Source: an optimization exercise on an open RTL-to-GDS flow (aim: small area). Production flows keep margins and buffers that such runs may drop.
Function was checked by simulation only, so behaviour that the tests miss may differ from the original.

[constraint.sdc]
create_clock -name core_clock -period 14.0 [get_ports {clk}]
set_input_delay 2.8000 -clock core_clock [delete_from_list [all_inputs] [get_ports {clk}]]
set_output_delay 2.8000 -clock core_clock [all_outputs]
set_load 0.01 [all_outputs]
[standard.sh]
#!/bin/bash
# synth_recipe.tcl (not shown) runs the flow's synth.tcl, then flattens the netlist and writes it again
# the make line also repeats each setting of config.mk as NAME=value (left out here)
make -C /OpenROAD-flow-scripts/flow DESIGN_CONFIG=/design/flow/config.mk WORK_HOME=/design/flow/orfs CLKGATE_MAP_FILE= SYNTH_SCRIPT=/design/flow/synth_recipe.tcl "${@:-finish}"
[config.mk]
export PLATFORM = sky130hd
export DESIGN_NAME = draw_line
export DESIGN_NICKNAME = draw_line
export VERILOG_FILES = /design/flow/design.v
export SDC_FILE = /design/flow/constraint.sdc
export NUM_CORES = 4
export LEC_CHECK = 0
export CAP_MARGIN = 20
export CORE_MARGIN = 2
export CORE_UTILIZATION = 40
export SLEW_MARGIN = 20
export SYNTH_HIERARCHICAL = 1
export SYNTH_MINIMUM_KEEP_SIZE = 0
[flow/run.sh]
#!/bin/bash
# The standard layout (the standard.sh: the standard synthesis and ORFS
# from floorplan to finish), with two changes to how the layout is made:
#  - the port buffers that global placement adds to every input and output
#    are sky130_fd_sc_hd__buf_1 cells instead of the default buffer;
#  - clock tree synthesis adds no dummy loads.
# make's full output goes to flow_make.log in this folder.
set -euo pipefail
bash standard.sh \
  "BUFFER_PORTS_ARGS=-buffer_cell sky130_fd_sc_hd__buf_1" \
  "CTS_ARGS=-sink_clustering_enable -repair_clock_nets -dont_use_dummy_load" \
  finish > flow_make.log 2>&1
[design.v]
`timescale 1ns / 1ps
module draw_line(clk, rst_n, wea, x, y, m, b, dir, range, index_rd, line_x, line_y, finish);
input             clk, rst_n;
input             wea;
input      [31:0] x, y, m, b, dir, range;
input      [31:0] index_rd;
output     [31:0] line_x, line_y;
output     reg finish;
reg        [31:0] cnt, cnt_upd;
reg        [31:0] x_reg, m_reg, acc;
reg               inc, dec;
reg        [4:0]  idx;
reg        [1:0]  ph;
wire        lt = cnt < range;
wire [32:0] cch;
assign cch[0] = lt;
genvar gi;
generate for (gi = 0; gi < 32; gi = gi + 1) begin : g_cnt
    assign cch[gi+1] = cch[gi] & cnt_upd[gi];
end endgenerate
always @(posedge clk or negedge rst_n) begin
    if (!rst_n) begin
        cnt     <= 32'd0;
        cnt_upd <= 32'd0;
        finish  <= 1'b0;
    end else begin
        cnt     <= cnt_upd ^ cch[31:0];
        cnt_upd <= cnt;
        finish  <= !lt;
    end
end
wire        start  = wea && !rst_n;
wire        dec_in = (dir == 32'd0);
wire        inc_in = (dir == 32'd1);
wire [7:0]  xl_m31 = x[7:0] - 8'd31;
wire [31:0] xs_in;
wire [24:0] xsb;
assign xsb[0] = dec_in && (x[7:0] < 8'd31);
assign xs_in[7:0] = dec_in ? xl_m31 : x[7:0];
generate for (gi = 0; gi < 24; gi = gi + 1) begin : g_xs
    assign xs_in[8+gi] = x[8+gi] ^ xsb[gi];
    assign xsb[gi+1]   = xsb[gi] & ~x[8+gi];
end endgenerate
always @(posedge clk) begin
    if (start)
        ph <= 2'd0;
    else if (ph != 2'd3)
        ph <= ph + 2'd1;
end
wire [4:0]  kk = inc ? idx : dec ? ~idx : 5'd0;
reg  [31:0] mop;
reg  [7:0]  wop;
reg         wm1;
wire [31:0] aop = start ? b : acc;
always @(*) begin
    if (start) begin
        mop = m;                    wop = xs_in[7:0];  wm1 = 1'b0;
    end else case (ph)
        2'd0: begin mop = {m_reg[23:0], 8'd0};  wop = x_reg[15:8];  wm1 = x_reg[7];  end
        2'd1: begin mop = {m_reg[15:0], 16'd0}; wop = x_reg[23:16]; wm1 = x_reg[15]; end
        2'd2: begin mop = {m_reg[7:0], 24'd0};  wop = x_reg[31:24]; wm1 = x_reg[23]; end
        default: begin mop = m_reg;             wop = {3'd0, kk};   wm1 = 1'b0; end
    endcase
end
wire [31:0] mac;
wire [3:0] one, two, neg;
wire [8:0] wx = {wop, wm1};
assign one[0] = wx[1] ^ wx[0];
assign two[0] = (wx[2] & ~wx[1] & ~wx[0]) | (~wx[2] & wx[1] & wx[0]);
assign neg[0] = wx[2];
wire [31:0] bp0;
dl_bpp b0_0 (.m1(mop[0]), .m0(1'b0), .one(one[0]), .two(two[0]), .neg(neg[0]), .p(bp0[0]));
dl_bpp b0_1 (.m1(mop[1]), .m0(mop[0]), .one(one[0]), .two(two[0]), .neg(neg[0]), .p(bp0[1]));
dl_bpp b0_2 (.m1(mop[2]), .m0(mop[1]), .one(one[0]), .two(two[0]), .neg(neg[0]), .p(bp0[2]));
dl_bpp b0_3 (.m1(mop[3]), .m0(mop[2]), .one(one[0]), .two(two[0]), .neg(neg[0]), .p(bp0[3]));
dl_bpp b0_4 (.m1(mop[4]), .m0(mop[3]), .one(one[0]), .two(two[0]), .neg(neg[0]), .p(bp0[4]));
dl_bpp b0_5 (.m1(mop[5]), .m0(mop[4]), .one(one[0]), .two(two[0]), .neg(neg[0]), .p(bp0[5]));
dl_bpp b0_6 (.m1(mop[6]), .m0(mop[5]), .one(one[0]), .two(two[0]), .neg(neg[0]), .p(bp0[6]));
dl_bpp b0_7 (.m1(mop[7]), .m0(mop[6]), .one(one[0]), .two(two[0]), .neg(neg[0]), .p(bp0[7]));
dl_bpp b0_8 (.m1(mop[8]), .m0(mop[7]), .one(one[0]), .two(two[0]), .neg(neg[0]), .p(bp0[8]));
dl_bpp b0_9 (.m1(mop[9]), .m0(mop[8]), .one(one[0]), .two(two[0]), .neg(neg[0]), .p(bp0[9]));
dl_bpp b0_10 (.m1(mop[10]), .m0(mop[9]), .one(one[0]), .two(two[0]), .neg(neg[0]), .p(bp0[10]));
dl_bpp b0_11 (.m1(mop[11]), .m0(mop[10]), .one(one[0]), .two(two[0]), .neg(neg[0]), .p(bp0[11]));
dl_bpp b0_12 (.m1(mop[12]), .m0(mop[11]), .one(one[0]), .two(two[0]), .neg(neg[0]), .p(bp0[12]));
dl_bpp b0_13 (.m1(mop[13]), .m0(mop[12]), .one(one[0]), .two(two[0]), .neg(neg[0]), .p(bp0[13]));
dl_bpp b0_14 (.m1(mop[14]), .m0(mop[13]), .one(one[0]), .two(two[0]), .neg(neg[0]), .p(bp0[14]));
dl_bpp b0_15 (.m1(mop[15]), .m0(mop[14]), .one(one[0]), .two(two[0]), .neg(neg[0]), .p(bp0[15]));
dl_bpp b0_16 (.m1(mop[16]), .m0(mop[15]), .one(one[0]), .two(two[0]), .neg(neg[0]), .p(bp0[16]));
dl_bpp b0_17 (.m1(mop[17]), .m0(mop[16]), .one(one[0]), .two(two[0]), .neg(neg[0]), .p(bp0[17]));
dl_bpp b0_18 (.m1(mop[18]), .m0(mop[17]), .one(one[0]), .two(two[0]), .neg(neg[0]), .p(bp0[18]));
dl_bpp b0_19 (.m1(mop[19]), .m0(mop[18]), .one(one[0]), .two(two[0]), .neg(neg[0]), .p(bp0[19]));
dl_bpp b0_20 (.m1(mop[20]), .m0(mop[19]), .one(one[0]), .two(two[0]), .neg(neg[0]), .p(bp0[20]));
dl_bpp b0_21 (.m1(mop[21]), .m0(mop[20]), .one(one[0]), .two(two[0]), .neg(neg[0]), .p(bp0[21]));
dl_bpp b0_22 (.m1(mop[22]), .m0(mop[21]), .one(one[0]), .two(two[0]), .neg(neg[0]), .p(bp0[22]));
dl_bpp b0_23 (.m1(mop[23]), .m0(mop[22]), .one(one[0]), .two(two[0]), .neg(neg[0]), .p(bp0[23]));
dl_bpp b0_24 (.m1(mop[24]), .m0(mop[23]), .one(one[0]), .two(two[0]), .neg(neg[0]), .p(bp0[24]));
dl_bpp b0_25 (.m1(mop[25]), .m0(mop[24]), .one(one[0]), .two(two[0]), .neg(neg[0]), .p(bp0[25]));
dl_bpp b0_26 (.m1(mop[26]), .m0(mop[25]), .one(one[0]), .two(two[0]), .neg(neg[0]), .p(bp0[26]));
dl_bpp b0_27 (.m1(mop[27]), .m0(mop[26]), .one(one[0]), .two(two[0]), .neg(neg[0]), .p(bp0[27]));
dl_bpp b0_28 (.m1(mop[28]), .m0(mop[27]), .one(one[0]), .two(two[0]), .neg(neg[0]), .p(bp0[28]));
dl_bpp b0_29 (.m1(mop[29]), .m0(mop[28]), .one(one[0]), .two(two[0]), .neg(neg[0]), .p(bp0[29]));
dl_bpp b0_30 (.m1(mop[30]), .m0(mop[29]), .one(one[0]), .two(two[0]), .neg(neg[0]), .p(bp0[30]));
dl_bpp b0_31 (.m1(mop[31]), .m0(mop[30]), .one(one[0]), .two(two[0]), .neg(neg[0]), .p(bp0[31]));
assign one[1] = wx[3] ^ wx[2];
assign two[1] = (wx[4] & ~wx[3] & ~wx[2]) | (~wx[4] & wx[3] & wx[2]);
assign neg[1] = wx[4];
wire [29:0] bp1;
dl_bpp b1_0 (.m1(mop[0]), .m0(1'b0), .one(one[1]), .two(two[1]), .neg(neg[1]), .p(bp1[0]));
dl_bpp b1_1 (.m1(mop[1]), .m0(mop[0]), .one(one[1]), .two(two[1]), .neg(neg[1]), .p(bp1[1]));
dl_bpp b1_2 (.m1(mop[2]), .m0(mop[1]), .one(one[1]), .two(two[1]), .neg(neg[1]), .p(bp1[2]));
dl_bpp b1_3 (.m1(mop[3]), .m0(mop[2]), .one(one[1]), .two(two[1]), .neg(neg[1]), .p(bp1[3]));
dl_bpp b1_4 (.m1(mop[4]), .m0(mop[3]), .one(one[1]), .two(two[1]), .neg(neg[1]), .p(bp1[4]));
dl_bpp b1_5 (.m1(mop[5]), .m0(mop[4]), .one(one[1]), .two(two[1]), .neg(neg[1]), .p(bp1[5]));
dl_bpp b1_6 (.m1(mop[6]), .m0(mop[5]), .one(one[1]), .two(two[1]), .neg(neg[1]), .p(bp1[6]));
dl_bpp b1_7 (.m1(mop[7]), .m0(mop[6]), .one(one[1]), .two(two[1]), .neg(neg[1]), .p(bp1[7]));
dl_bpp b1_8 (.m1(mop[8]), .m0(mop[7]), .one(one[1]), .two(two[1]), .neg(neg[1]), .p(bp1[8]));
dl_bpp b1_9 (.m1(mop[9]), .m0(mop[8]), .one(one[1]), .two(two[1]), .neg(neg[1]), .p(bp1[9]));
dl_bpp b1_10 (.m1(mop[10]), .m0(mop[9]), .one(one[1]), .two(two[1]), .neg(neg[1]), .p(bp1[10]));
dl_bpp b1_11 (.m1(mop[11]), .m0(mop[10]), .one(one[1]), .two(two[1]), .neg(neg[1]), .p(bp1[11]));
dl_bpp b1_12 (.m1(mop[12]), .m0(mop[11]), .one(one[1]), .two(two[1]), .neg(neg[1]), .p(bp1[12]));
dl_bpp b1_13 (.m1(mop[13]), .m0(mop[12]), .one(one[1]), .two(two[1]), .neg(neg[1]), .p(bp1[13]));
dl_bpp b1_14 (.m1(mop[14]), .m0(mop[13]), .one(one[1]), .two(two[1]), .neg(neg[1]), .p(bp1[14]));
dl_bpp b1_15 (.m1(mop[15]), .m0(mop[14]), .one(one[1]), .two(two[1]), .neg(neg[1]), .p(bp1[15]));
dl_bpp b1_16 (.m1(mop[16]), .m0(mop[15]), .one(one[1]), .two(two[1]), .neg(neg[1]), .p(bp1[16]));
dl_bpp b1_17 (.m1(mop[17]), .m0(mop[16]), .one(one[1]), .two(two[1]), .neg(neg[1]), .p(bp1[17]));
dl_bpp b1_18 (.m1(mop[18]), .m0(mop[17]), .one(one[1]), .two(two[1]), .neg(neg[1]), .p(bp1[18]));
dl_bpp b1_19 (.m1(mop[19]), .m0(mop[18]), .one(one[1]), .two(two[1]), .neg(neg[1]), .p(bp1[19]));
dl_bpp b1_20 (.m1(mop[20]), .m0(mop[19]), .one(one[1]), .two(two[1]), .neg(neg[1]), .p(bp1[20]));
dl_bpp b1_21 (.m1(mop[21]), .m0(mop[20]), .one(one[1]), .two(two[1]), .neg(neg[1]), .p(bp1[21]));
dl_bpp b1_22 (.m1(mop[22]), .m0(mop[21]), .one(one[1]), .two(two[1]), .neg(neg[1]), .p(bp1[22]));
dl_bpp b1_23 (.m1(mop[23]), .m0(mop[22]), .one(one[1]), .two(two[1]), .neg(neg[1]), .p(bp1[23]));
dl_bpp b1_24 (.m1(mop[24]), .m0(mop[23]), .one(one[1]), .two(two[1]), .neg(neg[1]), .p(bp1[24]));
dl_bpp b1_25 (.m1(mop[25]), .m0(mop[24]), .one(one[1]), .two(two[1]), .neg(neg[1]), .p(bp1[25]));
dl_bpp b1_26 (.m1(mop[26]), .m0(mop[25]), .one(one[1]), .two(two[1]), .neg(neg[1]), .p(bp1[26]));
dl_bpp b1_27 (.m1(mop[27]), .m0(mop[26]), .one(one[1]), .two(two[1]), .neg(neg[1]), .p(bp1[27]));
dl_bpp b1_28 (.m1(mop[28]), .m0(mop[27]), .one(one[1]), .two(two[1]), .neg(neg[1]), .p(bp1[28]));
dl_bpp b1_29 (.m1(mop[29]), .m0(mop[28]), .one(one[1]), .two(two[1]), .neg(neg[1]), .p(bp1[29]));
assign one[2] = wx[5] ^ wx[4];
assign two[2] = (wx[6] & ~wx[5] & ~wx[4]) | (~wx[6] & wx[5] & wx[4]);
assign neg[2] = wx[6];
wire [27:0] bp2;
dl_bpp b2_0 (.m1(mop[0]), .m0(1'b0), .one(one[2]), .two(two[2]), .neg(neg[2]), .p(bp2[0]));
dl_bpp b2_1 (.m1(mop[1]), .m0(mop[0]), .one(one[2]), .two(two[2]), .neg(neg[2]), .p(bp2[1]));
dl_bpp b2_2 (.m1(mop[2]), .m0(mop[1]), .one(one[2]), .two(two[2]), .neg(neg[2]), .p(bp2[2]));
dl_bpp b2_3 (.m1(mop[3]), .m0(mop[2]), .one(one[2]), .two(two[2]), .neg(neg[2]), .p(bp2[3]));
dl_bpp b2_4 (.m1(mop[4]), .m0(mop[3]), .one(one[2]), .two(two[2]), .neg(neg[2]), .p(bp2[4]));
dl_bpp b2_5 (.m1(mop[5]), .m0(mop[4]), .one(one[2]), .two(two[2]), .neg(neg[2]), .p(bp2[5]));
dl_bpp b2_6 (.m1(mop[6]), .m0(mop[5]), .one(one[2]), .two(two[2]), .neg(neg[2]), .p(bp2[6]));
dl_bpp b2_7 (.m1(mop[7]), .m0(mop[6]), .one(one[2]), .two(two[2]), .neg(neg[2]), .p(bp2[7]));
dl_bpp b2_8 (.m1(mop[8]), .m0(mop[7]), .one(one[2]), .two(two[2]), .neg(neg[2]), .p(bp2[8]));
dl_bpp b2_9 (.m1(mop[9]), .m0(mop[8]), .one(one[2]), .two(two[2]), .neg(neg[2]), .p(bp2[9]));
dl_bpp b2_10 (.m1(mop[10]), .m0(mop[9]), .one(one[2]), .two(two[2]), .neg(neg[2]), .p(bp2[10]));
dl_bpp b2_11 (.m1(mop[11]), .m0(mop[10]), .one(one[2]), .two(two[2]), .neg(neg[2]), .p(bp2[11]));
dl_bpp b2_12 (.m1(mop[12]), .m0(mop[11]), .one(one[2]), .two(two[2]), .neg(neg[2]), .p(bp2[12]));
dl_bpp b2_13 (.m1(mop[13]), .m0(mop[12]), .one(one[2]), .two(two[2]), .neg(neg[2]), .p(bp2[13]));
dl_bpp b2_14 (.m1(mop[14]), .m0(mop[13]), .one(one[2]), .two(two[2]), .neg(neg[2]), .p(bp2[14]));
dl_bpp b2_15 (.m1(mop[15]), .m0(mop[14]), .one(one[2]), .two(two[2]), .neg(neg[2]), .p(bp2[15]));
dl_bpp b2_16 (.m1(mop[16]), .m0(mop[15]), .one(one[2]), .two(two[2]), .neg(neg[2]), .p(bp2[16]));
dl_bpp b2_17 (.m1(mop[17]), .m0(mop[16]), .one(one[2]), .two(two[2]), .neg(neg[2]), .p(bp2[17]));
dl_bpp b2_18 (.m1(mop[18]), .m0(mop[17]), .one(one[2]), .two(two[2]), .neg(neg[2]), .p(bp2[18]));
dl_bpp b2_19 (.m1(mop[19]), .m0(mop[18]), .one(one[2]), .two(two[2]), .neg(neg[2]), .p(bp2[19]));
dl_bpp b2_20 (.m1(mop[20]), .m0(mop[19]), .one(one[2]), .two(two[2]), .neg(neg[2]), .p(bp2[20]));
dl_bpp b2_21 (.m1(mop[21]), .m0(mop[20]), .one(one[2]), .two(two[2]), .neg(neg[2]), .p(bp2[21]));
dl_bpp b2_22 (.m1(mop[22]), .m0(mop[21]), .one(one[2]), .two(two[2]), .neg(neg[2]), .p(bp2[22]));
dl_bpp b2_23 (.m1(mop[23]), .m0(mop[22]), .one(one[2]), .two(two[2]), .neg(neg[2]), .p(bp2[23]));
dl_bpp b2_24 (.m1(mop[24]), .m0(mop[23]), .one(one[2]), .two(two[2]), .neg(neg[2]), .p(bp2[24]));
dl_bpp b2_25 (.m1(mop[25]), .m0(mop[24]), .one(one[2]), .two(two[2]), .neg(neg[2]), .p(bp2[25]));
dl_bpp b2_26 (.m1(mop[26]), .m0(mop[25]), .one(one[2]), .two(two[2]), .neg(neg[2]), .p(bp2[26]));
dl_bpp b2_27 (.m1(mop[27]), .m0(mop[26]), .one(one[2]), .two(two[2]), .neg(neg[2]), .p(bp2[27]));
assign one[3] = wx[7] ^ wx[6];
assign two[3] = (wx[8] & ~wx[7] & ~wx[6]) | (~wx[8] & wx[7] & wx[6]);
assign neg[3] = wx[8];
wire [25:0] bp3;
dl_bpp b3_0 (.m1(mop[0]), .m0(1'b0), .one(one[3]), .two(two[3]), .neg(neg[3]), .p(bp3[0]));
dl_bpp b3_1 (.m1(mop[1]), .m0(mop[0]), .one(one[3]), .two(two[3]), .neg(neg[3]), .p(bp3[1]));
dl_bpp b3_2 (.m1(mop[2]), .m0(mop[1]), .one(one[3]), .two(two[3]), .neg(neg[3]), .p(bp3[2]));
dl_bpp b3_3 (.m1(mop[3]), .m0(mop[2]), .one(one[3]), .two(two[3]), .neg(neg[3]), .p(bp3[3]));
dl_bpp b3_4 (.m1(mop[4]), .m0(mop[3]), .one(one[3]), .two(two[3]), .neg(neg[3]), .p(bp3[4]));
dl_bpp b3_5 (.m1(mop[5]), .m0(mop[4]), .one(one[3]), .two(two[3]), .neg(neg[3]), .p(bp3[5]));
dl_bpp b3_6 (.m1(mop[6]), .m0(mop[5]), .one(one[3]), .two(two[3]), .neg(neg[3]), .p(bp3[6]));
dl_bpp b3_7 (.m1(mop[7]), .m0(mop[6]), .one(one[3]), .two(two[3]), .neg(neg[3]), .p(bp3[7]));
dl_bpp b3_8 (.m1(mop[8]), .m0(mop[7]), .one(one[3]), .two(two[3]), .neg(neg[3]), .p(bp3[8]));
dl_bpp b3_9 (.m1(mop[9]), .m0(mop[8]), .one(one[3]), .two(two[3]), .neg(neg[3]), .p(bp3[9]));
dl_bpp b3_10 (.m1(mop[10]), .m0(mop[9]), .one(one[3]), .two(two[3]), .neg(neg[3]), .p(bp3[10]));
dl_bpp b3_11 (.m1(mop[11]), .m0(mop[10]), .one(one[3]), .two(two[3]), .neg(neg[3]), .p(bp3[11]));
dl_bpp b3_12 (.m1(mop[12]), .m0(mop[11]), .one(one[3]), .two(two[3]), .neg(neg[3]), .p(bp3[12]));
dl_bpp b3_13 (.m1(mop[13]), .m0(mop[12]), .one(one[3]), .two(two[3]), .neg(neg[3]), .p(bp3[13]));
dl_bpp b3_14 (.m1(mop[14]), .m0(mop[13]), .one(one[3]), .two(two[3]), .neg(neg[3]), .p(bp3[14]));
dl_bpp b3_15 (.m1(mop[15]), .m0(mop[14]), .one(one[3]), .two(two[3]), .neg(neg[3]), .p(bp3[15]));
dl_bpp b3_16 (.m1(mop[16]), .m0(mop[15]), .one(one[3]), .two(two[3]), .neg(neg[3]), .p(bp3[16]));
dl_bpp b3_17 (.m1(mop[17]), .m0(mop[16]), .one(one[3]), .two(two[3]), .neg(neg[3]), .p(bp3[17]));
dl_bpp b3_18 (.m1(mop[18]), .m0(mop[17]), .one(one[3]), .two(two[3]), .neg(neg[3]), .p(bp3[18]));
dl_bpp b3_19 (.m1(mop[19]), .m0(mop[18]), .one(one[3]), .two(two[3]), .neg(neg[3]), .p(bp3[19]));
dl_bpp b3_20 (.m1(mop[20]), .m0(mop[19]), .one(one[3]), .two(two[3]), .neg(neg[3]), .p(bp3[20]));
dl_bpp b3_21 (.m1(mop[21]), .m0(mop[20]), .one(one[3]), .two(two[3]), .neg(neg[3]), .p(bp3[21]));
dl_bpp b3_22 (.m1(mop[22]), .m0(mop[21]), .one(one[3]), .two(two[3]), .neg(neg[3]), .p(bp3[22]));
dl_bpp b3_23 (.m1(mop[23]), .m0(mop[22]), .one(one[3]), .two(two[3]), .neg(neg[3]), .p(bp3[23]));
dl_bpp b3_24 (.m1(mop[24]), .m0(mop[23]), .one(one[3]), .two(two[3]), .neg(neg[3]), .p(bp3[24]));
dl_bpp b3_25 (.m1(mop[25]), .m0(mop[24]), .one(one[3]), .two(two[3]), .neg(neg[3]), .p(bp3[25]));
wire t1;
wire t2;
dl_ha u2 (.a(aop[4]), .b(bp0[4]), .s(t1), .co(t2));
wire t3;
wire t4;
dl_ha u4 (.a(aop[5]), .b(bp0[5]), .s(t3), .co(t4));
wire t5;
wire t6;
dl_fa u6 (.a(aop[6]), .b(bp0[6]), .c(bp1[4]), .s(t5), .co(t6));
wire t7;
wire t8;
dl_ha u8 (.a(bp2[2]), .b(neg[3]), .s(t7), .co(t8));
wire t9;
wire t10;
dl_fa u10 (.a(aop[7]), .b(bp0[7]), .c(bp1[5]), .s(t9), .co(t10));
wire t11;
wire t12;
dl_ha u12 (.a(bp2[3]), .b(bp3[1]), .s(t11), .co(t12));
wire t13;
wire t14;
dl_fa u14 (.a(aop[8]), .b(bp0[8]), .c(bp1[6]), .s(t13), .co(t14));
wire t15;
wire t16;
dl_ha u16 (.a(bp2[4]), .b(bp3[2]), .s(t15), .co(t16));
wire t17;
wire t18;
dl_fa u18 (.a(aop[9]), .b(bp0[9]), .c(bp1[7]), .s(t17), .co(t18));
wire t19;
wire t20;
dl_ha u20 (.a(bp2[5]), .b(bp3[3]), .s(t19), .co(t20));
wire t21;
wire t22;
dl_fa u22 (.a(aop[10]), .b(bp0[10]), .c(bp1[8]), .s(t21), .co(t22));
wire t23;
wire t24;
dl_ha u24 (.a(bp2[6]), .b(bp3[4]), .s(t23), .co(t24));
wire t25;
wire t26;
dl_fa u26 (.a(aop[11]), .b(bp0[11]), .c(bp1[9]), .s(t25), .co(t26));
wire t27;
wire t28;
dl_ha u28 (.a(bp2[7]), .b(bp3[5]), .s(t27), .co(t28));
wire t29;
wire t30;
dl_fa u30 (.a(aop[12]), .b(bp0[12]), .c(bp1[10]), .s(t29), .co(t30));
wire t31;
wire t32;
dl_ha u32 (.a(bp2[8]), .b(bp3[6]), .s(t31), .co(t32));
wire t33;
wire t34;
dl_fa u34 (.a(aop[13]), .b(bp0[13]), .c(bp1[11]), .s(t33), .co(t34));
wire t35;
wire t36;
dl_ha u36 (.a(bp2[9]), .b(bp3[7]), .s(t35), .co(t36));
wire t37;
wire t38;
dl_fa u38 (.a(aop[14]), .b(bp0[14]), .c(bp1[12]), .s(t37), .co(t38));
wire t39;
wire t40;
dl_ha u40 (.a(bp2[10]), .b(bp3[8]), .s(t39), .co(t40));
wire t41;
wire t42;
dl_fa u42 (.a(aop[15]), .b(bp0[15]), .c(bp1[13]), .s(t41), .co(t42));
wire t43;
wire t44;
dl_ha u44 (.a(bp2[11]), .b(bp3[9]), .s(t43), .co(t44));
wire t45;
wire t46;
dl_fa u46 (.a(aop[16]), .b(bp0[16]), .c(bp1[14]), .s(t45), .co(t46));
wire t47;
wire t48;
dl_ha u48 (.a(bp2[12]), .b(bp3[10]), .s(t47), .co(t48));
wire t49;
wire t50;
dl_fa u50 (.a(aop[17]), .b(bp0[17]), .c(bp1[15]), .s(t49), .co(t50));
wire t51;
wire t52;
dl_ha u52 (.a(bp2[13]), .b(bp3[11]), .s(t51), .co(t52));
wire t53;
wire t54;
dl_fa u54 (.a(aop[18]), .b(bp0[18]), .c(bp1[16]), .s(t53), .co(t54));
wire t55;
wire t56;
dl_ha u56 (.a(bp2[14]), .b(bp3[12]), .s(t55), .co(t56));
wire t57;
wire t58;
dl_fa u58 (.a(aop[19]), .b(bp0[19]), .c(bp1[17]), .s(t57), .co(t58));
wire t59;
wire t60;
dl_ha u60 (.a(bp2[15]), .b(bp3[13]), .s(t59), .co(t60));
wire t61;
wire t62;
dl_fa u62 (.a(aop[20]), .b(bp0[20]), .c(bp1[18]), .s(t61), .co(t62));
wire t63;
wire t64;
dl_ha u64 (.a(bp2[16]), .b(bp3[14]), .s(t63), .co(t64));
wire t65;
wire t66;
dl_fa u66 (.a(aop[21]), .b(bp0[21]), .c(bp1[19]), .s(t65), .co(t66));
wire t67;
wire t68;
dl_ha u68 (.a(bp2[17]), .b(bp3[15]), .s(t67), .co(t68));
wire t69;
wire t70;
dl_fa u70 (.a(aop[22]), .b(bp0[22]), .c(bp1[20]), .s(t69), .co(t70));
wire t71;
wire t72;
dl_ha u72 (.a(bp2[18]), .b(bp3[16]), .s(t71), .co(t72));
wire t73;
wire t74;
dl_fa u74 (.a(aop[23]), .b(bp0[23]), .c(bp1[21]), .s(t73), .co(t74));
wire t75;
wire t76;
dl_ha u76 (.a(bp2[19]), .b(bp3[17]), .s(t75), .co(t76));
wire t77;
wire t78;
dl_fa u78 (.a(aop[24]), .b(bp0[24]), .c(bp1[22]), .s(t77), .co(t78));
wire t79;
wire t80;
dl_ha u80 (.a(bp2[20]), .b(bp3[18]), .s(t79), .co(t80));
wire t81;
wire t82;
dl_fa u82 (.a(aop[25]), .b(bp0[25]), .c(bp1[23]), .s(t81), .co(t82));
wire t83;
wire t84;
dl_ha u84 (.a(bp2[21]), .b(bp3[19]), .s(t83), .co(t84));
wire t85;
wire t86;
dl_fa u86 (.a(aop[26]), .b(bp0[26]), .c(bp1[24]), .s(t85), .co(t86));
wire t87;
wire t88;
dl_ha u88 (.a(bp2[22]), .b(bp3[20]), .s(t87), .co(t88));
wire t89;
wire t90;
dl_fa u90 (.a(aop[27]), .b(bp0[27]), .c(bp1[25]), .s(t89), .co(t90));
wire t91;
wire t92;
dl_ha u92 (.a(bp2[23]), .b(bp3[21]), .s(t91), .co(t92));
wire t93;
wire t94;
dl_fa u94 (.a(aop[28]), .b(bp0[28]), .c(bp1[26]), .s(t93), .co(t94));
wire t95;
wire t96;
dl_ha u96 (.a(bp2[24]), .b(bp3[22]), .s(t95), .co(t96));
wire t97;
wire t98;
dl_fa u98 (.a(aop[29]), .b(bp0[29]), .c(bp1[27]), .s(t97), .co(t98));
wire t99;
wire t100;
dl_ha u100 (.a(bp2[25]), .b(bp3[23]), .s(t99), .co(t100));
wire t101;
wire t102;
dl_fa u102 (.a(aop[30]), .b(bp0[30]), .c(bp1[28]), .s(t101), .co(t102));
wire t103;
wire t104;
dl_ha u104 (.a(bp2[26]), .b(bp3[24]), .s(t103), .co(t104));
wire t105;
dl_fa u105 (.a(aop[31]), .b(bp0[31]), .c(bp1[29]), .s(t105), .co());
wire t106;
assign t106 = bp2[27] ^ bp3[25];
wire t107;
wire t108;
dl_ha u108 (.a(aop[2]), .b(bp0[2]), .s(t107), .co(t108));
wire t109;
wire t110;
dl_ha u110 (.a(aop[3]), .b(bp0[3]), .s(t109), .co(t110));
wire t111;
wire t112;
dl_fa u112 (.a(bp1[2]), .b(neg[2]), .c(bp2[0]), .s(t111), .co(t112));
wire t113;
wire t114;
dl_fa u114 (.a(bp1[3]), .b(bp2[1]), .c(t2), .s(t113), .co(t114));
wire t115;
wire t116;
dl_fa u116 (.a(bp3[0]), .b(t4), .c(t5), .s(t115), .co(t116));
wire t117;
wire t118;
dl_fa u118 (.a(t6), .b(t8), .c(t9), .s(t117), .co(t118));
wire t119;
wire t120;
dl_fa u120 (.a(t10), .b(t12), .c(t13), .s(t119), .co(t120));
wire t121;
wire t122;
dl_fa u122 (.a(t14), .b(t16), .c(t17), .s(t121), .co(t122));
wire t123;
wire t124;
dl_fa u124 (.a(t18), .b(t20), .c(t21), .s(t123), .co(t124));
wire t125;
wire t126;
dl_fa u126 (.a(t22), .b(t24), .c(t25), .s(t125), .co(t126));
wire t127;
wire t128;
dl_fa u128 (.a(t26), .b(t28), .c(t29), .s(t127), .co(t128));
wire t129;
wire t130;
dl_fa u130 (.a(t30), .b(t32), .c(t33), .s(t129), .co(t130));
wire t131;
wire t132;
dl_fa u132 (.a(t34), .b(t36), .c(t37), .s(t131), .co(t132));
wire t133;
wire t134;
dl_fa u134 (.a(t38), .b(t40), .c(t41), .s(t133), .co(t134));
wire t135;
wire t136;
dl_fa u136 (.a(t42), .b(t44), .c(t45), .s(t135), .co(t136));
wire t137;
wire t138;
dl_fa u138 (.a(t46), .b(t48), .c(t49), .s(t137), .co(t138));
wire t139;
wire t140;
dl_fa u140 (.a(t50), .b(t52), .c(t53), .s(t139), .co(t140));
wire t141;
wire t142;
dl_fa u142 (.a(t54), .b(t56), .c(t57), .s(t141), .co(t142));
wire t143;
wire t144;
dl_fa u144 (.a(t58), .b(t60), .c(t61), .s(t143), .co(t144));
wire t145;
wire t146;
dl_fa u146 (.a(t62), .b(t64), .c(t65), .s(t145), .co(t146));
wire t147;
wire t148;
dl_fa u148 (.a(t66), .b(t68), .c(t69), .s(t147), .co(t148));
wire t149;
wire t150;
dl_fa u150 (.a(t70), .b(t72), .c(t73), .s(t149), .co(t150));
wire t151;
wire t152;
dl_fa u152 (.a(t74), .b(t76), .c(t77), .s(t151), .co(t152));
wire t153;
wire t154;
dl_fa u154 (.a(t78), .b(t80), .c(t81), .s(t153), .co(t154));
wire t155;
wire t156;
dl_fa u156 (.a(t82), .b(t84), .c(t85), .s(t155), .co(t156));
wire t157;
wire t158;
dl_fa u158 (.a(t86), .b(t88), .c(t89), .s(t157), .co(t158));
wire t159;
wire t160;
dl_fa u160 (.a(t90), .b(t92), .c(t93), .s(t159), .co(t160));
wire t161;
wire t162;
dl_fa u162 (.a(t94), .b(t96), .c(t97), .s(t161), .co(t162));
wire t163;
wire t164;
dl_fa u164 (.a(t98), .b(t100), .c(t101), .s(t163), .co(t164));
wire t165;
dl_fa u165 (.a(t102), .b(t104), .c(t105), .s(t165), .co());
wire t166;
wire t167;
dl_ha u167 (.a(aop[0]), .b(neg[0]), .s(t166), .co(t167));
wire t168;
wire t169;
dl_ha u169 (.a(aop[1]), .b(bp0[1]), .s(t168), .co(t169));
wire t170;
wire t171;
dl_fa u171 (.a(neg[1]), .b(bp1[0]), .c(t107), .s(t170), .co(t171));
wire t172;
wire t173;
dl_fa u173 (.a(bp1[1]), .b(t108), .c(t109), .s(t172), .co(t173));
wire t174;
wire t175;
dl_fa u175 (.a(t1), .b(t110), .c(t111), .s(t174), .co(t175));
wire t176;
wire t177;
dl_fa u177 (.a(t3), .b(t112), .c(t113), .s(t176), .co(t177));
wire t178;
wire t179;
dl_fa u179 (.a(t7), .b(t114), .c(t115), .s(t178), .co(t179));
wire t180;
wire t181;
dl_fa u181 (.a(t11), .b(t116), .c(t117), .s(t180), .co(t181));
wire t182;
wire t183;
dl_fa u183 (.a(t15), .b(t118), .c(t119), .s(t182), .co(t183));
wire t184;
wire t185;
dl_fa u185 (.a(t19), .b(t120), .c(t121), .s(t184), .co(t185));
wire t186;
wire t187;
dl_fa u187 (.a(t23), .b(t122), .c(t123), .s(t186), .co(t187));
wire t188;
wire t189;
dl_fa u189 (.a(t27), .b(t124), .c(t125), .s(t188), .co(t189));
wire t190;
wire t191;
dl_fa u191 (.a(t31), .b(t126), .c(t127), .s(t190), .co(t191));
wire t192;
wire t193;
dl_fa u193 (.a(t35), .b(t128), .c(t129), .s(t192), .co(t193));
wire t194;
wire t195;
dl_fa u195 (.a(t39), .b(t130), .c(t131), .s(t194), .co(t195));
wire t196;
wire t197;
dl_fa u197 (.a(t43), .b(t132), .c(t133), .s(t196), .co(t197));
wire t198;
wire t199;
dl_fa u199 (.a(t47), .b(t134), .c(t135), .s(t198), .co(t199));
wire t200;
wire t201;
dl_fa u201 (.a(t51), .b(t136), .c(t137), .s(t200), .co(t201));
wire t202;
wire t203;
dl_fa u203 (.a(t55), .b(t138), .c(t139), .s(t202), .co(t203));
wire t204;
wire t205;
dl_fa u205 (.a(t59), .b(t140), .c(t141), .s(t204), .co(t205));
wire t206;
wire t207;
dl_fa u207 (.a(t63), .b(t142), .c(t143), .s(t206), .co(t207));
wire t208;
wire t209;
dl_fa u209 (.a(t67), .b(t144), .c(t145), .s(t208), .co(t209));
wire t210;
wire t211;
dl_fa u211 (.a(t71), .b(t146), .c(t147), .s(t210), .co(t211));
wire t212;
wire t213;
dl_fa u213 (.a(t75), .b(t148), .c(t149), .s(t212), .co(t213));
wire t214;
wire t215;
dl_fa u215 (.a(t79), .b(t150), .c(t151), .s(t214), .co(t215));
wire t216;
wire t217;
dl_fa u217 (.a(t83), .b(t152), .c(t153), .s(t216), .co(t217));
wire t218;
wire t219;
dl_fa u219 (.a(t87), .b(t154), .c(t155), .s(t218), .co(t219));
wire t220;
wire t221;
dl_fa u221 (.a(t91), .b(t156), .c(t157), .s(t220), .co(t221));
wire t222;
wire t223;
dl_fa u223 (.a(t95), .b(t158), .c(t159), .s(t222), .co(t223));
wire t224;
wire t225;
dl_fa u225 (.a(t99), .b(t160), .c(t161), .s(t224), .co(t225));
wire t226;
wire t227;
dl_fa u227 (.a(t103), .b(t162), .c(t163), .s(t226), .co(t227));
wire t228;
dl_fa u228 (.a(t106), .b(t164), .c(t165), .s(t228), .co());
wire t229;
wire t230;
dl_ha u230 (.a(bp0[0]), .b(t166), .s(t229), .co(t230));
wire t231;
wire t232;
dl_fa u232 (.a(t167), .b(t168), .c(t230), .s(t231), .co(t232));
wire t233;
wire t234;
dl_fa u234 (.a(t169), .b(t170), .c(t232), .s(t233), .co(t234));
wire t235;
wire t236;
dl_fa u236 (.a(t171), .b(t172), .c(t234), .s(t235), .co(t236));
wire t237;
wire t238;
dl_fa u238 (.a(t173), .b(t174), .c(t236), .s(t237), .co(t238));
wire t239;
wire t240;
dl_fa u240 (.a(t175), .b(t176), .c(t238), .s(t239), .co(t240));
wire t241;
wire t242;
dl_fa u242 (.a(t177), .b(t178), .c(t240), .s(t241), .co(t242));
wire t243;
wire t244;
dl_fa u244 (.a(t179), .b(t180), .c(t242), .s(t243), .co(t244));
wire t245;
wire t246;
dl_ha u246 (.a(t181), .b(t182), .s(t245), .co(t246));
wire t247;
wire t248;
dl_fa u248 (.a(t183), .b(t184), .c(t246), .s(t247), .co(t248));
wire t249;
wire t250;
dl_fa u250 (.a(t185), .b(t186), .c(t248), .s(t249), .co(t250));
wire t251;
wire t252;
dl_fa u252 (.a(t187), .b(t188), .c(t250), .s(t251), .co(t252));
wire t253;
wire t254;
dl_fa u254 (.a(t189), .b(t190), .c(t252), .s(t253), .co(t254));
wire t255;
wire t256;
dl_fa u256 (.a(t191), .b(t192), .c(t254), .s(t255), .co(t256));
wire t257;
wire t258;
dl_fa u258 (.a(t193), .b(t194), .c(t256), .s(t257), .co(t258));
wire t259;
wire t260;
dl_fa u260 (.a(t195), .b(t196), .c(t258), .s(t259), .co(t260));
wire t261;
assign t261 = t245 ^ t244;
wire t262;
assign t262 = t247 ^ (t244 & t245);
wire t263;
assign t263 = t245 & t247;
wire t264;
assign t264 = t249 ^ (t244 & t263);
wire t265;
assign t265 = t263 & t249;
wire t266;
assign t266 = t251 ^ (t244 & t265);
wire t267;
assign t267 = t265 & t251;
wire t268;
assign t268 = t253 ^ (t244 & t267);
wire t269;
assign t269 = t267 & t253;
wire t270;
assign t270 = t255 ^ (t244 & t269);
wire t271;
assign t271 = t269 & t255;
wire t272;
assign t272 = t257 ^ (t244 & t271);
wire t273;
assign t273 = t271 & t257;
wire t274;
assign t274 = t259 ^ (t244 & t273);
wire t275;
assign t275 = t273 & t259;
wire t276;
assign t276 = t260 | (t244 & t275);
wire t277;
wire t278;
dl_ha u278 (.a(t197), .b(t198), .s(t277), .co(t278));
wire t279;
wire t280;
dl_fa u280 (.a(t199), .b(t200), .c(t278), .s(t279), .co(t280));
wire t281;
wire t282;
dl_fa u282 (.a(t201), .b(t202), .c(t280), .s(t281), .co(t282));
wire t283;
wire t284;
dl_fa u284 (.a(t203), .b(t204), .c(t282), .s(t283), .co(t284));
wire t285;
wire t286;
dl_fa u286 (.a(t205), .b(t206), .c(t284), .s(t285), .co(t286));
wire t287;
wire t288;
dl_fa u288 (.a(t207), .b(t208), .c(t286), .s(t287), .co(t288));
wire t289;
wire t290;
dl_fa u290 (.a(t209), .b(t210), .c(t288), .s(t289), .co(t290));
wire t291;
wire t292;
dl_fa u292 (.a(t211), .b(t212), .c(t290), .s(t291), .co(t292));
wire t293;
assign t293 = t277 ^ t276;
wire t294;
assign t294 = t279 ^ (t276 & t277);
wire t295;
assign t295 = t277 & t279;
wire t296;
assign t296 = t281 ^ (t276 & t295);
wire t297;
assign t297 = t295 & t281;
wire t298;
assign t298 = t283 ^ (t276 & t297);
wire t299;
assign t299 = t297 & t283;
wire t300;
assign t300 = t285 ^ (t276 & t299);
wire t301;
assign t301 = t299 & t285;
wire t302;
assign t302 = t287 ^ (t276 & t301);
wire t303;
assign t303 = t301 & t287;
wire t304;
assign t304 = t289 ^ (t276 & t303);
wire t305;
assign t305 = t303 & t289;
wire t306;
assign t306 = t291 ^ (t276 & t305);
wire t307;
assign t307 = t305 & t291;
wire t308;
assign t308 = t292 | (t276 & t307);
wire t309;
wire t310;
dl_ha u310 (.a(t213), .b(t214), .s(t309), .co(t310));
wire t311;
wire t312;
dl_fa u312 (.a(t215), .b(t216), .c(t310), .s(t311), .co(t312));
wire t313;
wire t314;
dl_fa u314 (.a(t217), .b(t218), .c(t312), .s(t313), .co(t314));
wire t315;
wire t316;
dl_fa u316 (.a(t219), .b(t220), .c(t314), .s(t315), .co(t316));
wire t317;
wire t318;
dl_fa u318 (.a(t221), .b(t222), .c(t316), .s(t317), .co(t318));
wire t319;
wire t320;
dl_fa u320 (.a(t223), .b(t224), .c(t318), .s(t319), .co(t320));
wire t321;
wire t322;
dl_fa u322 (.a(t225), .b(t226), .c(t320), .s(t321), .co(t322));
wire t323;
dl_fa u323 (.a(t227), .b(t228), .c(t322), .s(t323), .co());
wire t324;
assign t324 = t309 ^ t308;
wire t325;
assign t325 = t311 ^ (t308 & t309);
wire t326;
assign t326 = t309 & t311;
wire t327;
assign t327 = t313 ^ (t308 & t326);
wire t328;
assign t328 = t326 & t313;
wire t329;
assign t329 = t315 ^ (t308 & t328);
wire t330;
assign t330 = t328 & t315;
wire t331;
assign t331 = t317 ^ (t308 & t330);
wire t332;
assign t332 = t330 & t317;
wire t333;
assign t333 = t319 ^ (t308 & t332);
wire t334;
assign t334 = t332 & t319;
wire t335;
assign t335 = t321 ^ (t308 & t334);
wire t336;
assign t336 = t334 & t321;
wire t337;
assign t337 = t323 ^ (t308 & t336);
assign mac = {t337, t335, t333, t331, t329, t327, t325, t324, t306, t304, t302, t300, t298, t296, t294, t293, t274, t272, t270, t268, t266, t264, t262, t261, t243, t241, t239, t237, t235, t233, t231, t229};
always @(posedge clk) begin
    if (start) begin
        x_reg <= xs_in;
        m_reg <= m;
        dec   <= dec_in;
        inc   <= inc_in;
    end
    if (start || ph != 2'd3)
        acc <= mac;
    idx <= index_rd[4:0];
end
wire [5:0]  lx_lo = {1'b0, x_reg[4:0]} + {1'b0, kk};
wire [27:0] lxc;
assign lxc[0] = lx_lo[5];
assign line_x[4:0] = lx_lo[4:0];
generate for (gi = 0; gi < 27; gi = gi + 1) begin : g_lx
    assign line_x[5+gi] = x_reg[5+gi] ^ lxc[gi];
    assign lxc[gi+1]    = lxc[gi] & x_reg[5+gi];
end endgenerate
assign line_y = mac;
endmodule
module dl_fa(a, b, c, s, co);
input  a, b, c;
output s, co;
assign s  = a ^ b ^ c;
assign co = (a & b) | (a & c) | (b & c);
endmodule
module dl_ha(a, b, s, co);
input  a, b;
output s, co;
assign s  = a ^ b;
assign co = a & b;
endmodule
module dl_bpp(m1, m0, one, two, neg, p);
input  m1, m0, one, two, neg;
output p;
assign p = ((m1 & one) | (m0 & two)) ^ neg;
endmodule
==> results of run 1 <==
## what timing repair did
item | in CTS | in global routing
gates resized for setup | 0 | 11
buffers inserted | 0 | 9
setup endpoints to repair | 0 | 8
## area by class of cell
class	instances	area, um^2	area share
Sequential cell	170	4710	0.275
Clock buffer	17	425	0.0249
Inverter	94	358	0.0209
Timing Repair Buffer	299	1480	0.0864
Tap cell	468	586	0.0342
Antenna cell	5	12.5	0.000731
Multi-Input combinational cell	950	9540	0.558
## Yosys stat by module, one instance, submodules excluded
| module | area, um^2 | cells | times used |
|---|---|---|---|
| draw_line | 9550 | 895 | 1 |
| dl_bpp | 21.3 | 2 | 116 |
| dl_ha | 12.5 | 1 | 35 |
| dl_fa | 20.0 | 1 | 112 |
## kinds of logic (layout without fill, tap and decap cells)
| family | Yosys count | in the layout | share of synthesized area |
|---|---|---|---|
| other cells | 1 | 9 | 0.000255 |
| compound gates | 241 | 241 | 0.162 |
| simple gates | 273 | 273 | 0.0842 |
| xor+xnor | 154 | 154 | 0.0918 |
| buf+inv | 157 | 410 | 0.0483 |
| mux | 5 | 5 | 0.00349 |
| fa+ha+maj | 273 | 273 | 0.290 |
| flops | 170 | 170 | 0.320 |
## worst paths after layout
path	startpoint	end	slack, ns
max	dir[8]	line_y[31]	0.52
min	cnt[25]$_DFF_PN0_	cnt_upd[25]$_DFF_PN0_	0.38
max reg2reg	ph[0]$_SDFFE_PP0P_	acc[22]$_DFFE_PP_	5.45
min reg2reg	cnt[25]$_DFF_PN0_	cnt_upd[25]$_DFF_PN0_	0.38
max in group asynchronous	rst_n	cnt[25]$_DFF_PN0_	10.90
min in group asynchronous	rst_n	cnt[21]$_DFF_PN0_	2.58
## per-layer routing
metal / vias up / track usage / wire length, um
met5: - / 0 / 27
met4: 4 / 0.0617 / 944
met3: 52 / 0.0404 / 2040
met2: 278 / 0.340 / 17800
met1: 5170 / 0.270 / 16500
li1: 4993 / - / -
## worst max-delay path, delay by kind of cell
kind | cells | cell delay [ns]
xor+xnor | 4 | 1.01
simple gates | 7 | 1.69
compound gates | 3 | 0.63
fa+ha+maj | 11 | 4.28
buf+inv | 2 | 0.26
## cells in the final DEF, fill, tap and decap left out, types with 3 or more instances in the layout
master	count
nand3_1	19
nor2b_1	3
dfxtp_1	7
mux2i_4	3
nor4_1	6
xor2_1	16
inv_1	91
buf_12	8
fa_1	106
nor3_1	6
a21oi_1	18
clkbuf_16	17
nand2b_1	5
and3_1	9
buf_4	59
o211a_1	9
buf_1	229
dfrtp_1	65
nand4_1	7
a221o_1	9
ha_1	158
edfxtp_1	98
a21o_1	16
xnor2_1	132
nand2_1	172
o21ai_0	27
conb_1	4
fa_2	7
clkbuf_2	3
o21ai_1	9
a222oi_1	17
a22oi_2	116
diode_2	5
nor2_1	17
xnor2_2	3
## per-stage QoR
step	hold WS, ns	util	area (um^2)
after floorplan	0.346	-	14900
after global placement	0.364	0.453	16500
after detailed placement	0.360	0.453	16500
after CTS	0.386	0.464	16900
after global routing	0.388	0.469	17100
final	0.382	0.470	17100
==> flow_metrics.py, run 1 <==
metrics = {
    "status": {
        "status": "no timing/DRC/antenna violations",
    },
    "routing": {
        "initialDrtViolationCount": 587,
        "viasPerCell": 5.24,
        "wire_per_inst_um": 18.7,
        "num_vias": 10500,
        "drcViolationCount": 0,
        "drt_first_pass_iters": 7,
        "wirelength_um": 37400,
        "postRouteAntennaNets": 0,
    },
    "global_routing": {
        "grt_pass1_vias": 10900,
        "overflow": 0,
        "grt_pass1_wl_um": 59900,
        "antenna_found_initial": 7,
        "grt_max_degree": 66,
        "track_usage": 0.204,
    },
    "clock_network": {
        "h-tree-depth": 4,
        "cts_buffers": 17,
        "root_buffer": "clkbuf_16",
        "insertion_delay_ns": 0.45,
        "tritoncts": "built",
        "path_clk_slew_ns": 0.07,
        "clock-sinks": 170,
        "clk_path_buf_depth": 2,
        "cts_hold_buffers": 0,
    },
    "critical_path": {
        "reg2reg_depth": 29,
        "worstSetupPathType": "input port to output port",
        "worst_setup_path_end_kind": "output port",
        "crit_top_cell": "fa_1",
        "max_stage_delay_ns": 0.62,
        "cp.required_ns": 11.20,
        "slowest_stage": "or4_4",
        "worstPathMaxFanout": 13,
        "crit_arrival_ns": 10.68,
        "worst_setup_path_start_kind": "input port",
    },
    "sta": {
        "final_max_slew_viol_count": 0,
        "maxSlewHeadroom": 0.267,
        "setup_tns_ns": 0,
        "fin_worst_skew_ns": 0.0269,
        "setup_ws_ns": 0.517,
        "setup_viol": 0,
        "fin_crit_ns": 13.48,
        "report.final.hold_viol_count": 0,
        "worst_pin_slew_ns": 1.09,
        "min_period_over_period": 0.963,
        "max_freq_mhz": 74.2,
        "grt_setup_unrepaired": "false",
    },
    "logic_synthesis": {
        "synth_edf_count": 98,
        "synth-seq-area-share": 0.320,
        "synth.most_common_cell": "nand2_1",
        "syn_area_um2": 14700,
        "synth_top_area_share": 0.200,
        "synth-async-reset-ratio": 0.382,
        "ys_seq_elements": 170,
        "ys_warn_count": 7,
        "synth_largest_area_cell": "edfxtp_1",
        "synthTopCellsByArea": "edfxtp_1 20%, fa_1 15%, ha_1 14%",
        "synth_cell_types": 60,
        "yosys_most_used_dff": "edfxtp_1",
        "ys_top_cells_by_count": "173 x nand2_1, 160 x ha_1, 136 x xnor2_1",
        "syn_inst": 1274,
        "syn-mean-instance-area_um2": 11.5,
    },
    "floorplanning": {
        "die_area_um2": 38300,
        "die_y_um": 196,
        "initial_core_util": 0.403,
        "io_pins": 292,
        "row_count": 70,
        "die_w_um": 196,
        "core_area_um2": 36400,
    },
    "placement": {
        "placed_cells": 1972,
        "pre_cts_slack_ns": 0.00649,
        "hpwl_um": 29300,
        "gp_congestion": 0.847,
        "port_buffers": 232,
    },
    "layout": {
        "layout.nets": 2032,
        "finalNonFillerCells": 2003,
        "drive_gt1_frac": 0.165,
        "areaGrowthSynthToFinish_pct": 16.4,
        "fill_cells": 3408,
    },
    "worst_hold_path": {
        "whs_path_depth": 0,
        "holdCritPathClass": "flip-flop to flip-flop",
    },
    "run": {
        "maxCapViolations": 0,
    },
}
==> run 2, diff against run 1 <==
--- a/config.mk
+++ b/config.mk
@@ -8,6 +8,7 @@
 export CAP_MARGIN = 20
 export CORE_MARGIN = 2
 export CORE_UTILIZATION = 40
+export CTS_BUF_LIST = sky130_fd_sc_hd__clkbuf_4
 export SLEW_MARGIN = 20
 export SYNTH_HIERARCHICAL = 1
 export SYNTH_MINIMUM_KEEP_SIZE = 0
==> run 2 against run 1 <==
Hold slack unchanged. Fmax unchanged. Still clean on timing, DRC and antenna. Die area unchanged. Sequential share of layout area unchanged. Via count unchanged. Synthesized area unchanged. First-iteration DRC count unchanged. Routed wire length unchanged. Non-clock buffer count unchanged.
==> flow_metrics.py, run 2 <==
metrics = {
    "floorplanning": {
        "core_area_um2": 36400,
        "row_count": 70,
        "die_area_um2": 38300,
        "initial_core_util": 0.403,
        "die_y_um": 196,
        "io_pins": 292,
        "die_w_um": 196,
    },
    "logic_synthesis": {
        "synth_edf_count": 98,
        "ys_seq_elements": 170,
        "synth_cell_types": 60,
        "synth-async-reset-ratio": 0.382,
        "syn_inst": 1274,
        "synth.most_common_cell": "nand2_1",
        "synth-seq-area-share": 0.320,
        "yosys_most_used_dff": "edfxtp_1",
        "syn_area_um2": 14700,
        "ys_top_cells_by_count": "173 x nand2_1, 160 x ha_1, 136 x xnor2_1",
        "synth_largest_area_cell": "edfxtp_1",
        "syn-mean-instance-area_um2": 11.5,
        "synthTopCellsByArea": "edfxtp_1 20%, fa_1 15%, ha_1 14%",
        "ys_warn_count": 7,
        "synth_top_area_share": 0.200,
    },
    "sta": {
        "setup_tns_ns": 0,
        "fin_worst_skew_ns": 0.0269,
        "maxSlewHeadroom": 0.267,
        "setup_viol": 0,
        "fin_crit_ns": 13.48,
        "report.final.hold_viol_count": 0,
        "grt_setup_unrepaired": "false",
        "final_max_slew_viol_count": 0,
        "worst_pin_slew_ns": 1.09,
        "min_period_over_period": 0.963,
        "max_freq_mhz": 74.2,
        "timing.hold.ws_ns": 0.382,
    },
    "critical_path": {
        "crit_arrival_ns": 10.68,
        "worstSetupPathType": "input port to output port",
        "r2r_slack_ns": 5.45,
        "max_stage_delay_ns": 0.62,
        "slowest_stage": "or4_4",
        "path_buf_inv": 2,
        "worst_setup_path_end_kind": "output port",
        "worstPathMaxFanout": 13,
        "cp.required_ns": 11.20,
        "reg2reg_depth": 29,
        "worst_setup_path_start_kind": "input port",
        "cp_top_family": "adder cells",
        "worstReg2RegEnd": "acc[22]$_DFFE_PP_",
        "crit_top_cell": "fa_1",
        "timing.rr.start": "ph[0]$_SDFFE_PP0P_",
    },
    "routing": {
        "initialDrtViolationCount": 587,
        "num_vias": 10500,
        "drt_first_pass_iters": 7,
        "wirelength_um": 37400,
        "drcViolationCount": 0,
        "postRouteAntennaNets": 0,
        "viasPerCell": 5.24,
        "wire_per_inst_um": 18.7,
    },
    "layout": {
        "drive_gt1_frac": 0.165,
        "fill_cells": 3408,
        "layout.nets": 2032,
        "final_cell_mix": "229 x buf_1, 172 x nand2_1, 158 x ha_1",
        "final_common_cell": "buf_1",
        "areaGrowthSynthToFinish_pct": 16.4,
        "finalNonFillerCells": 2003,
    },
    "clock_network": {
        "clock-sinks": 170,
        "h-tree-depth": 4,
        "cts_buffers": 17,
        "cts_hold_buffers": 0,
        "tritoncts": "built",
        "path_clk_slew_ns": 0.07,
        "root_buffer": "clkbuf_16",
        "insertion_delay_ns": 0.45,
        "clk_path_buf_depth": 2,
    },
    "status": {
        "status": "no timing/DRC/antenna violations",
    },
    "placement": {
        "hpwl_um": 29300,
        "port_buffers": 232,
        "placed_cells": 1972,
        "gp_congestion": 0.847,
    },
    "global_routing": {
        "track_usage": 0.204,
        "overflow": 0,
        "antenna_found_initial": 7,
        "grt_pass1_wl_um": 59900,
        "grt_pass1_vias": 10900,
        "grt_max_degree": 66,
    },
    "worst_hold_path": {
        "holdPathEnd": "cnt_upd[25]$_DFF_PN0_",
        "hp-start": "cnt[25]$_DFF_PN0_",
        "whs_path_depth": 0,
        "holdCritPathClass": "flip-flop to flip-flop",
    },
    "run": {
        "maxCapViolations": 0,
    },
}
-- run 2: cell counts after synthesis --
Identical to the previous run, type by type.
-- run 2: area by class of cell --
type	count	area, um^2	area share
diodes	5	12.5	0.000731
clock buffers	17	425	0.0249
inverters	94	358	0.0209
multi-input cells	950	9540	0.558
flip-flops and latches	170	4710	0.275
well taps	468	586	0.0342
repair buffers	299	1480	0.0864
-- run 2: logic make-up after synthesis --
logic type      after synthesis  share of synthesized area
compound gates              241                      0.162
fa+ha+maj                   273                      0.290
flops                       170                      0.320
xor+xnor                    154                     0.0918
simple gates                273                     0.0842
buf+inv                     157                     0.0483
other cells                   1                   0.000255
mux                           5                    0.00349
-- run 2: how the worst max path moves through the flow --
stage / start / cells after the start / end / slack [ns]
after floorplan: dir[22] / 27 / line_y[31] / -0.16
after global placement: dir[5] / 27 / line_y[31] / 0.06
after detailed placement: dir[8] / 27 / line_y[31] / 0.006
after CTS: dir[5] / 27 / line_y[31] / 0.04
after global routing: dir[11] / 30 / line_y[22] / 0.02
final: dir[8] / 27 / line_y[31] / 0.52
-- run 2: routing by layer --
| layer | track usage | vias up | part of all wire |
|---|---|---|---|
| met5 | 0 | - | 0.00072 |
| met4 | 0.0617 | 4 | 0.025 |
| met3 | 0.0404 | 52 | 0.055 |
| met2 | 0.340 | 278 | 0.48 |
| met1 | 0.270 | 5170 | 0.44 |
| li1 | - | 4993 | - |
-- run 2: repair_timing --
item / in CTS / in global routing
resized for setup: 0 / 11
endpoints found under the setup margin: 0 / 8
buffers inserted: 0 / 9
endpoints found under the hold margin: 0 / 0
-- run 2: stage by stage --
stage,setup slack (ns),util,area (um^2)
global placement,0.0571,0.453,16500
CTS,0.0362,0.464,16900
floorplan,-0.159,-,14900
global route,0.0177,0.469,17100
finish,0.517,0.470,17100
detailed placement,0.00649,0.453,16500
-- run 2: Yosys stat by module, one instance, submodules excluded --
module / copies in the design / cells inside / area [um^2]
draw_line: 1 / 895 / 9550
dl_bpp: 116 / 2 / 21.3
dl_fa: 112 / 1 / 20.0
dl_ha: 35 / 1 / 12.5

[static timing again, ports no longer ideal]
How much do the figures lean on ideal ports? The routed layouts below were timed once more, with nothing changed but the port constraints. Step 1, drivers: a clkbuf_16 drives clk and a buf_2 each remaining input, both assumed. Step 2 moves the port delays by t, midway between the first and last clock arrival at a register: inputs arrive t later, outputs are due t later. That takes back most of the time a late clock gives input paths. Three values: no drivers, after step 1, after step 2; two values: the first two.
run | t (ns) | slack for setup (ns) | hold WS [ns] | worst setup path at the end | clock arrival spread, ns
run 1 | 0.485 | 0.517 / 0.496 / 0.496 | 0.382 / 0.382 / 0.382 | input to output | 0.028 / 0.028
run 2 | 0.485 | 0.517 / 0.496 / 0.496 | 0.382 / 0.382 / 0.382 | input to output | 0.028 / 0.028
After both steps setup and hold are still met in every run listed.
